What follows belongs to an exercise in optimizing a design on an open flow for small area; a production flow would make more cautious choices. RTL that was checked went through simulation tests only; none was proved equivalent to the original. No driver is modelled on the clock port, so clocking that relies on it looks cheaper here than on a real chip. Power figures rest on the tool's default switching activity, not on a simulated workload.

// hyper_bus
module hyper_bus #(
    parameter HBRAM_FRE   = 200_000_000,
    parameter BIT_WIDTH   = 16,
    parameter INIT_NUM    = 256,
    parameter LATENCY     = 7,
    parameter STRENGTH    = "34_ohms",
    parameter BURST_MODE  = "legacy",
    parameter BURST_LEN   = 16,
    parameter REFRESH     = "Full_Array",
    parameter CLOCK_TYPE  = "Single_Ended",
    parameter MASK_WIDTH  = 4
) (
    input                              ram_clock,
    input                              ram_reset,
    input                              ram_en,
    input                              rw_ctrl,
    input      [31:0]                  ram_addr,
    input      [31:0]                  ram_burst_len,
    output                             ram_wr_valid,
    input      [BIT_WIDTH * 2 - 1 : 0] ram_wr_data,
    output reg                         ram_rd_valid,
    output reg [BIT_WIDTH * 2 - 1 : 0] ram_rd_data,
    input      [MASK_WIDTH - 1 : 0]    ram_data_mask,
    output reg                         hbc_cal_pass,
    output reg                         ctrl_idle,
    output                             hbc_ck_p_hi,
    output                             hbc_ck_p_lo,
    output                             hbc_ck_n_hi,
    output                             hbc_ck_n_lo,
    output                             hbc_cs_n,
    output                             hbc_rst_n,
    output     [BIT_WIDTH - 1 : 0]     hbc_dq_en,
  ...
For scale: ~110 flip-flops, about 240 I/O pins, ~0.0048 mm² of cells after synthesis.
==> flow/config.mk <==
export PLATFORM = sky130hd
export DESIGN_NAME = hyper_bus
export DESIGN_NICKNAME = hyper_bus
export VERILOG_FILES = /design/flow/design.v
export SDC_FILE = /design/flow/constraint.sdc
export NUM_CORES = 4
export LEC_CHECK = 0
export ABC_AREA = 1
export CAP_MARGIN = 20
export CORE_MARGIN = 2
export CORE_UTILIZATION = 40
export PLACE_DENSITY = 0.6
export SLEW_MARGIN = 20
==> flow/constraint.sdc <==
create_clock -name core_clock -period 5.0 [get_ports {ram_clock}]
set_input_delay 1.0000 -clock core_clock [delete_from_list [all_inputs] [get_ports {ram_clock}]]
set_output_delay 1.0000 -clock core_clock [all_outputs]
set_load 0.01 [all_outputs]
standard.sh (not shown) runs the stock make flow with config.mk's settings and CLKGATE_MAP_FILE= SYNTH_SCRIPT=/design/flow/synth_recipe.tcl, a recipe that flattens the netlist after the stock synthesis.
==> flow/flow/run.sh <==
#!/bin/bash
# The standard layout (standard.sh, with synth_recipe.tcl as the synthesis
# script, so the same Yosys passes and registers) with area-related changes:
#  - ABC maps the combinational logic with an area-oriented script
#    (flow/abc_area.script: deepsyn + choice-based area mapping); ORFS reads it
#    from a copy of its scripts folder, otherwise unchanged
#  - port buffers use the smallest buffer cell (every port still gets one)
#  - clock tree synthesis uses no dummy loads
# Each tool's log stays under orfs/logs/; make's own output goes to make_finish.log.
set -uo pipefail
here=$(pwd)
rm -rf "$here/orfs_scripts"
cp -r "$FLOW_HOME/scripts" "$here/orfs_scripts"
cp "$here/flow/abc_area.script" "$here/orfs_scripts/abc_area.script"
export SCRIPTS_DIR="$here/orfs_scripts"
export BUFFER_PORTS_ARGS="-buffer_cell sky130_fd_sc_hd__buf_1"
export POST_CTS_TCL="$here/flow/post_cts.tcl"
export SKIP_REPAIR_TIE_FANOUT=1
export CTS_ARGS="-sink_clustering_enable -sink_clustering_size 12 -sink_clustering_max_diameter 60 -repair_clock_nets -dont_use_dummy_load -buf_list {sky130_fd_sc_hd__clkbuf_8} -root_buf sky130_fd_sc_hd__clkbuf_8 -sink_clustering_buffer sky130_fd_sc_hd__clkbuf_8"
bash standard.sh > make_finish.log 2>&1
st=$?
cp -r orfs/logs orfs_logs 2>/dev/null || true
exit $st
==> flow/flow/abc_area.script <==
strash
&get -n
&deepsyn -T 20
&put
dch -f
amap
topo
==> flow/flow/post_cts.tcl <==
# The clock tree's root buffer only drives the leaf buffers' inputs: use a
# smaller clock buffer there (the leaves keep clkbuf_8).
set clk_net [get_nets ram_clock]
foreach pin [get_pins -of_objects $clk_net] {
  if {[get_property $pin direction] != "input"} { continue }
  set inst [get_cells -of_objects $pin]
  if {[get_property $inst ref_name] == "sky130_fd_sc_hd__clkbuf_8"} {
    puts "post_cts: root clock buffer [get_property $inst name] -> clkbuf_4"
    replace_cell $inst sky130_fd_sc_hd__clkbuf_4
  }
}
The first run completed without violations.
Next try:
--- a/flow/design.v
+++ b/flow/design.v
@@ -93,68 +93,66 @@
 wire rwds_wr = (s_xfer & ~fst | s_done & fst) & wr_on;   
 wire rwds_one = (s_cfg & ~fst) | (s_cw & fst) | (s_init & ~fst & ~(cnt[4] | cnt[3] | (cnt[2] & cnt[1])));
 wire init_b   = s_init & ~cnt[4] & ~cnt[3];
 wire beat1    = init_b & (cnt[2:0] == 3'd2);
 wire beat2    = init_b & (cnt[2:0] == 3'd3);
 wire beat3    = init_b & (cnt[2:0] == 3'd4);
 wire cfg_on   = (s_cfg & ge2) | (s_cw & fst);
 wire dq_on_hi = cfg_on | beat1 | beat2 | rwds_wr;
 wire dq_on_lo = dq_on_hi | beat3;
 assign hbc_ck_p_hi = ((s_cfg | s_init) & ge2) | s_xfer | done_f;
 assign hbc_cs_n    = ~(((s_cfg | s_init) & ~fst) | s_xfer | done_f);
 assign hbc_rst_n   = ~(s_reset & ~fst & ~ge42);
-wire adv = (s_idle & ~fst & t1024) | (s_reset & t80) | (s_rwait & t32000) | (s_cfg & cnt[2]) |
+wire adv = (s_idle & t1024) | (s_reset & t80) | (s_rwait & t32000) | (s_cfg & cnt[2]) |
            ((s_cw | s_done) & t400) | (s_wait & (~flag | ram_en)) | (s_init & cnt[4]) |
            (s_xfer & tlast);
 always @(*) begin
     case (state)
         IDLE:    state_next = RESET;
         RESET:   state_next = RWAIT;
         RWAIT:   state_next = CFG;
         CFG:     state_next = CW;
         CW:      state_next = cr_sel ? CFG : WAIT;
         WAIT:    state_next = INIT;
         INIT:    state_next = XFER;
         XFER:    state_next = DONE;
         DONE:    state_next = WAIT;
         default: state_next = IDLE;
     endcase
 end
 always @(posedge ram_clock or posedge ram_reset) begin
     if (ram_reset) begin
         state <= IDLE;
+        cnt   <= 15'd24;
         fst   <= 1'b1;
     end else begin
         fst <= adv;
-        if (adv)
+        if (adv) begin
             state <= state_next;
-    end
-end
-always @(posedge ram_clock) begin
-    if (s_idle & fst)
-        cnt <= 15'd25;
-    else if (adv)
-        cnt <= s_init ? {4'd0, xfer_start} : {14'd0, s_idle | s_reset | s_xfer};
-    else
-        cnt <= cnt_inc;
-    if (s_idle)
+            cnt   <= s_init ? {4'd0, xfer_start} : {14'd0, s_idle | s_reset | s_xfer};
+        end else begin
+            cnt   <= cnt_inc;
+        end
+    end
+end
+always @(posedge ram_clock or posedge ram_reset) begin
+    if (ram_reset) begin
+        flag   <= 1'b0;
         cr_sel <= 1'b0;
-    else if (s_cfg & adv)
-        cr_sel <= ~cr_sel;
-end
-always @(posedge ram_clock or posedge ram_reset) begin
-    if (ram_reset)
-        flag <= 1'b0;
-    else if (s_done)
-        flag <= 1'b1;
+    end else begin
+        if (s_done)
+            flag <= 1'b1;
+        if (s_cfg & adv)
+            cr_sel <= ~cr_sel;
+    end
 end
 always @(posedge ram_clock) begin
     if (ram_en) begin
         r_rw_ctrl   <= rw_ctrl;
         r_data_mask <= ram_data_mask;
     end
     r_rwds_hi0 <= hbc_rwds_in_hi[0];
     r_dq_in_hi <= hbc_dq_in_hi;
 end
 always @(posedge ram_clock) begin
     if (s_wait) begin
         ndq_hi <= ~({ram_addr[18:11], ram_addr[2:0], ram_addr[31:27]} & {16{flag}});
Cell count is lower by 1.8%; wire length came out lower by 4.3%; count of clock-buffer cells in the layout is unchanged; power stays flat; non-clock buffer count rises by 5; maximum frequency rises by 5.0%.


the previous run:
The RTL this note starts from:
==> flow/design.v <==
`timescale 1 ns / 1 ns
module hyper_bus #(
    parameter HBRAM_FRE   = 200_000_000,
    parameter BIT_WIDTH   = 16,
    parameter INIT_NUM    = 256,
    parameter LATENCY     = 7,
    parameter STRENGTH    = "34_ohms",
    parameter BURST_MODE  = "legacy",
    parameter BURST_LEN   = 16,
    parameter REFRESH     = "Full_Array",
    parameter CLOCK_TYPE  = "Single_Ended",
    parameter MASK_WIDTH  = 4
) (
    input                              ram_clock,
    input                              ram_reset,
    input                              ram_en,
    input                              rw_ctrl,
    input      [31:0]                  ram_addr,
    input      [31:0]                  ram_burst_len,
    output                             ram_wr_valid,
    input      [BIT_WIDTH * 2 - 1 : 0] ram_wr_data,
    output reg                         ram_rd_valid,
    output reg [BIT_WIDTH * 2 - 1 : 0] ram_rd_data,
    input      [MASK_WIDTH - 1 : 0]    ram_data_mask,
    output reg                         hbc_cal_pass,
    output reg                         ctrl_idle,
    output                             hbc_ck_p_hi,
    output                             hbc_ck_p_lo,
    output                             hbc_ck_n_hi,
    output                             hbc_ck_n_lo,
    output                             hbc_cs_n,
    output                             hbc_rst_n,
    output     [BIT_WIDTH - 1 : 0]     hbc_dq_en,
    output     [BIT_WIDTH - 1 : 0]     hbc_dq_out_hi,
    output     [BIT_WIDTH - 1 : 0]     hbc_dq_out_lo,
    input      [BIT_WIDTH - 1 : 0]     hbc_dq_in_hi,
    input      [BIT_WIDTH - 1 : 0]     hbc_dq_in_lo,
    output     [BIT_WIDTH/8 - 1 : 0]   hbc_rwds_en,
    output     [BIT_WIDTH/8 - 1 : 0]   hbc_rwds_out_hi,
    output     [BIT_WIDTH/8 - 1 : 0]   hbc_rwds_out_lo,
    input      [BIT_WIDTH/8 - 1 : 0]   hbc_rwds_in_hi,
    input      [BIT_WIDTH/8 - 1 : 0]   hbc_rwds_in_lo
);
localparam IDLE  = 4'd8;
localparam RESET = 4'd14;
localparam RWAIT = 4'd1;
localparam CFG   = 4'd3;
localparam CW    = 4'd0;
localparam WAIT  = 4'd7;
localparam INIT  = 4'd6;
localparam XFER  = 4'd11;
localparam DONE  = 4'd10;
reg  [3:0]  state;
reg  [3:0]  state_next;
reg  [14:0] cnt;             
reg         flag;            
reg         r_rw_ctrl;
reg  [3:0]  r_data_mask;
reg         r_rwds_hi0;
reg  [15:0] r_dq_in_hi;
reg  [15:0] ndq_hi;          
reg  [15:0] ndq_lo;          
wire [15:0] dq_hi = ~ndq_hi;
wire [15:0] dq_lo = ~ndq_lo;
reg         fst;             
wire s_idle  = state == IDLE;
wire s_reset = state == RESET;
wire s_rwait = state == RWAIT;
wire s_cfg   = state == CFG;
wire s_cw    = state == CW;
wire s_wait  = state == WAIT;
wire s_init  = state == INIT;
wire s_xfer  = state == XFER;
wire s_done  = state == DONE;
wire cr_sel  = cnt[14];
wire strobe = r_rwds_hi0 ^ hbc_rwds_in_lo[0];
wire rw_rd  = r_rw_ctrl & flag;             
wire wr_on  = flag & ~r_rw_ctrl;            
wire        cnt_up  = ~(s_xfer & rw_rd & ~strobe);       
wire [14:0] cnt_inc = cnt + {14'd0, cnt_up};
wire t1024  = cnt[10];                                                   
wire t80    = cnt[6] & cnt[4];                                           
wire t32000 = cnt[14] & cnt[13] & cnt[12] & cnt[11] & cnt[10] & cnt[8];  
wire t400   = cnt[8] & cnt[7] & cnt[4];                                  
wire [10:0] xfer_start = flag ? ~ram_burst_len[11:1] : 11'd1919;
wire tlast  = &cnt[10:1];
wire ge42   = cnt[6] | (cnt[5] & (cnt[4] | cnt[3] & (cnt[2] | cnt[1])));    
wire nz     = |cnt[4:0];                                 
wire le3    = ~(cnt[4] | cnt[3] | cnt[2]);              
wire le4    = le3 | (cnt[2] & ~cnt[1] & ~cnt[0] & ~cnt[4] & ~cnt[3]);    
wire ge2     = |cnt[4:1];                                
wire done_f  = (s_cw | s_done) & fst;                    
wire rwds_wr = (s_xfer & ~fst | s_done & fst) & wr_on;   
wire rwds_one = (s_cfg & ~fst) | (s_cw & fst) | (s_init & ~fst & ~(cnt[4] | cnt[3] | (cnt[2] & cnt[1])));
wire init_b   = s_init & ~cnt[4] & ~cnt[3];
wire beat1    = init_b & (cnt[2:0] == 3'd2);
wire beat2    = init_b & (cnt[2:0] == 3'd3);
wire beat3    = init_b & (cnt[2:0] == 3'd4);
wire cfg_on   = (s_cfg & ge2) | (s_cw & fst);
wire dq_on_hi = cfg_on | beat1 | beat2 | rwds_wr;
wire dq_on_lo = dq_on_hi | beat3;
assign hbc_ck_p_hi = ((s_cfg | s_init) & ge2) | s_xfer | done_f;
assign hbc_cs_n    = ~(((s_cfg | s_init) & ~fst) | s_xfer | done_f);
assign hbc_rst_n   = ~(s_reset & ~fst & ~ge42);
wire adv = (s_idle & t1024) | (s_reset & t80) | (s_rwait & t32000) | (s_cfg & cnt[2]) |
           ((s_cw | s_done) & t400) | (s_wait & (~flag | ram_en)) | (s_init & cnt[4]) |
           (s_xfer & tlast);
always @(*) begin
    case (state)
        IDLE:    state_next = RESET;
        RESET:   state_next = RWAIT;
        RWAIT:   state_next = CFG;
        CFG:     state_next = CW;
        CW:      state_next = cr_sel ? CFG : WAIT;
        WAIT:    state_next = INIT;
        INIT:    state_next = XFER;
        XFER:    state_next = DONE;
        DONE:    state_next = WAIT;
        default: state_next = IDLE;
    endcase
end
always @(posedge ram_clock or posedge ram_reset) begin
    if (ram_reset) begin
        state <= IDLE;
        cnt   <= 15'd24;
        fst   <= 1'b1;
    end else begin
        fst <= adv;
        if (adv) begin
            state <= state_next;
            cnt   <= s_init ? {4'd0, xfer_start} : {(s_cfg & ~cnt[14]) | (s_cw & cnt[14]), 13'd0, s_idle | s_reset | s_xfer};
        end else begin
            cnt   <= cnt_inc;
        end
    end
end
always @(posedge ram_clock or posedge ram_reset) begin
    if (ram_reset) begin
        flag   <= 1'b0;
    end else begin
        if (s_done)
            flag <= 1'b1;
    end
end
always @(posedge ram_clock) begin
    if (ram_en) begin
        r_rw_ctrl   <= rw_ctrl;
        r_data_mask <= ram_data_mask;
    end
    r_rwds_hi0 <= hbc_rwds_in_hi[0];
    r_dq_in_hi <= hbc_dq_in_hi;
end
always @(posedge ram_clock) begin
    if (s_wait) begin
        ndq_hi <= ~({ram_addr[18:11], ram_addr[2:0], ram_addr[31:27]} & {16{flag}});
        ndq_lo <= ~({ram_addr[10:3], ram_addr[26:19]} & {16{flag}});
    end else if (s_init) begin
        if (cnt[1:0] == 2'd2)
            ndq_lo[7:0] <= ~({5'd0, dq_hi[7:5]});
    end else if (s_cfg) begin
        case (cnt[2:0])
            3'd1: begin ndq_hi[7:0] <= ~(8'h60); ndq_lo[7:0] <= ~(8'h00); end
            3'd2: begin ndq_hi[7:0] <= ~(8'h01); ndq_lo[7:0] <= ~(8'h00); end
            3'd3: begin ndq_hi[7:0] <= ~(8'h00); ndq_lo[7:0] <= ~(cr_sel ? 8'h01 : 8'h00); end
            default: begin
                ndq_hi[7:0] <= ~(cr_sel ? 8'hff : 8'h8f);
                ndq_lo[7:0] <= ~(cr_sel ? 8'hc1 : 8'h2e);
            end
        endcase
    end else begin
        ndq_hi <= ~(ram_wr_data[31:16]);
        ndq_lo <= ~(ram_wr_data[15:0]);
    end
end
wire [7:0] dq_hi_b0 = {beat1 ? rw_rd : dq_hi[7], dq_hi[6] & ~beat1, dq_hi[5] | beat1, dq_hi[4:0]};
assign hbc_dq_out_hi = {(rwds_wr | beat2) ? dq_hi[15:8] : dq_hi_b0, beat2 ? dq_hi[15:8] : dq_hi_b0} & {16{dq_on_hi}};
assign hbc_dq_out_lo = {(rwds_wr | beat2) ? dq_lo[15:8] : dq_lo[7:0], beat2 ? dq_lo[15:8] : dq_lo[7:0]} & {16{dq_on_lo}};
assign hbc_rwds_out_hi = ({2{rwds_wr}} & ~r_data_mask[1:0]) | {2{rwds_one}};
assign hbc_rwds_out_lo = ({2{rwds_wr}} & ~r_data_mask[3:2]) | {2{rwds_one}};
assign hbc_ck_p_lo = 1'b0;
assign hbc_ck_n_lo = 1'b0;
assign hbc_ck_n_hi = 1'b0;
wire dq_en_c   = ~((s_idle & fst) | (s_reset & ~fst & ~ge42) | (s_wait & fst & flag) |
                    (s_init & ~fst & ~le4) | (s_xfer & (fst | rw_rd)) | (s_done & (~fst | rw_rd)));
wire rwds_en_c = (s_cfg & ~fst) | ((s_cw | s_done & ~rw_rd) & fst) | (s_init & ~fst & le4) | (s_xfer & ~rw_rd);
assign hbc_dq_en   = {BIT_WIDTH{dq_en_c}};
assign hbc_rwds_en = {2{rwds_en_c}};
assign ram_wr_valid = s_xfer & wr_on;
always @(posedge ram_clock or posedge ram_reset) begin
    if (ram_reset) begin
        hbc_cal_pass    <= 1'b0;
        ctrl_idle       <= 1'b1;
        ram_rd_valid    <= 1'b0;
        ram_rd_data     <= 32'd0;
    end else begin
        if (s_wait & flag)
            hbc_cal_pass <= 1'b1;
        ctrl_idle    <= ~(flag & ((s_init & nz) | s_xfer | s_done));
        ram_rd_valid <= s_xfer & rw_rd & strobe;
        if (s_xfer & rw_rd & strobe)
            ram_rd_data <= {r_dq_in_hi, hbc_dq_in_lo};
    end
end
endmodule
==> flow/config.mk <==
export PLATFORM = sky130hd
export DESIGN_NAME = hyper_bus
export DESIGN_NICKNAME = hyper_bus
export VERILOG_FILES = /design/flow/design.v
export SDC_FILE = /design/flow/constraint.sdc
export NUM_CORES = 4
export LEC_CHECK = 0
export ABC_AREA = 1
export CAP_MARGIN = 20
export CORE_MARGIN = 2
export CORE_UTILIZATION = 40
export PLACE_DENSITY = 0.6
export SLEW_MARGIN = 20
==> flow/constraint.sdc <==
create_clock -name core_clock -period 5.0 [get_ports {ram_clock}]
set_input_delay 1.0000 -clock core_clock [delete_from_list [all_inputs] [get_ports {ram_clock}]]
set_output_delay 1.0000 -clock core_clock [all_outputs]
set_load 0.01 [all_outputs]
==> flow/flow/run.sh <==
#!/bin/bash
# The standard layout (standard.sh, with synth_recipe.tcl as the synthesis
# script, so the same Yosys passes and registers) with area-related changes:
#  - ABC maps the combinational logic with an area-oriented script
#    (flow/abc_area.script: deepsyn + choice-based area mapping); ORFS reads it
#    from a copy of its scripts folder, otherwise unchanged
#  - port buffers use the smallest buffer cell (every port still gets one)
#  - clock tree synthesis uses no dummy loads
# Each tool's log stays under orfs/logs/; make's own output goes to make_finish.log.
set -uo pipefail
here=$(pwd)
rm -rf "$here/orfs_scripts"
cp -r "$FLOW_HOME/scripts" "$here/orfs_scripts"
cp "$here/flow/abc_area.script" "$here/orfs_scripts/abc_area.script"
export SCRIPTS_DIR="$here/orfs_scripts"
export BUFFER_PORTS_ARGS="-buffer_cell sky130_fd_sc_hd__buf_1"
export CTS_ARGS="-sink_clustering_enable -sink_clustering_size 12 -sink_clustering_max_diameter 60 -repair_clock_nets -dont_use_dummy_load -buf_list {sky130_fd_sc_hd__clkbuf_8} -root_buf sky130_fd_sc_hd__clkbuf_8 -sink_clustering_buffer sky130_fd_sc_hd__clkbuf_8"
bash standard.sh > make_finish.log 2>&1
st=$?
cp -r orfs/logs orfs_logs 2>/dev/null || true
exit $st
Scripts as last shown in full above: flow/flow/abc_area.script
Looking at the reports, the previous run completed the entire flow and the layout it produced met the timing, DRC and antenna checks.
What the current run does differently from the previous run at the input level:
--- a/flow/design.v
+++ b/flow/design.v
@@ -40,17 +40,17 @@
     output     [BIT_WIDTH/8 - 1 : 0]   hbc_rwds_out_lo,
     input      [BIT_WIDTH/8 - 1 : 0]   hbc_rwds_in_hi,
     input      [BIT_WIDTH/8 - 1 : 0]   hbc_rwds_in_lo
 );
-localparam IDLE  = 4'd8;
-localparam RESET = 4'd14;
-localparam RWAIT = 4'd1;
-localparam CFG   = 4'd3;
-localparam CW    = 4'd0;
-localparam WAIT  = 4'd7;
-localparam INIT  = 4'd6;
-localparam XFER  = 4'd11;
-localparam DONE  = 4'd10;
+localparam IDLE  = 4'd2;
+localparam RESET = 4'd1;
+localparam RWAIT = 4'd3;
+localparam CFG   = 4'd9;
+localparam CW    = 4'd10;
+localparam WAIT  = 4'd13;
+localparam INIT  = 4'd0;
+localparam XFER  = 4'd5;
+localparam DONE  = 4'd8;
 reg  [3:0]  state;
 reg  [3:0]  state_next;
 reg  [14:0] cnt;             
 reg         flag;            
[summary]
The previous run: no failed stages, no open violations at the end. Every stage of the flow completed for the current run, and the final layout passed the timing, DRC and antenna checks. Taking the previous run as the reference, in the current run number of distinct library cells after synthesis moved up, first-pass GRT wire length moved down. NOTE design area the previous run->the current run decreased slightly. Maximum clock insertion buffer count came out exactly the same in the previous run and the current run. The current run against the previous run: pin slew with the least headroom to its limit moved up; sum of met2 wire segment lengths after detailed routing has decreased; sequential portion of the cell area +0.60 points. The run with more setup slack is the previous run; the current run has less.
No run of this note included a check of the RTL's function; only the layout flow was run.

-- static timing again, ports no longer ideal --
The results above use ideal ports. As a check the final layouts listed here were re-extracted and re-timed, cells and wires unchanged.
Step 1 (the two cells are an assumption about what drives the block):
set clk [get_ports {ram_clock}]
set_driving_cell -lib_cell sky130_fd_sc_hd__clkbuf_16 $clk
set_driving_cell -lib_cell sky130_fd_sc_hd__buf_2 [delete_from_list [all_inputs] $clk]
Step 2 also shifts input and output timing later by t, the mid clock arrival at the registers, as if the neighbouring blocks saw the same clock.
Three values: ideal, step 1, step 2; two values: the first two.
run | t (ns) | setup slack, ns | worst data-port slew with drivers (ns)
the first run of note 1 | 0.464 | 0.257 / 0.227 / 0.691 | 0.05
the second run of note 1 | 0.473 | 0.484 / 0.453 / 0.926 | 0.05
the previous run | 0.386 | 0.468 / 0.436 / 0.822 | 0.05
the current run | 0.395 | 0.371 / 0.338 / 0.733 | 0.06
After both steps every run listed still meets setup and hold.
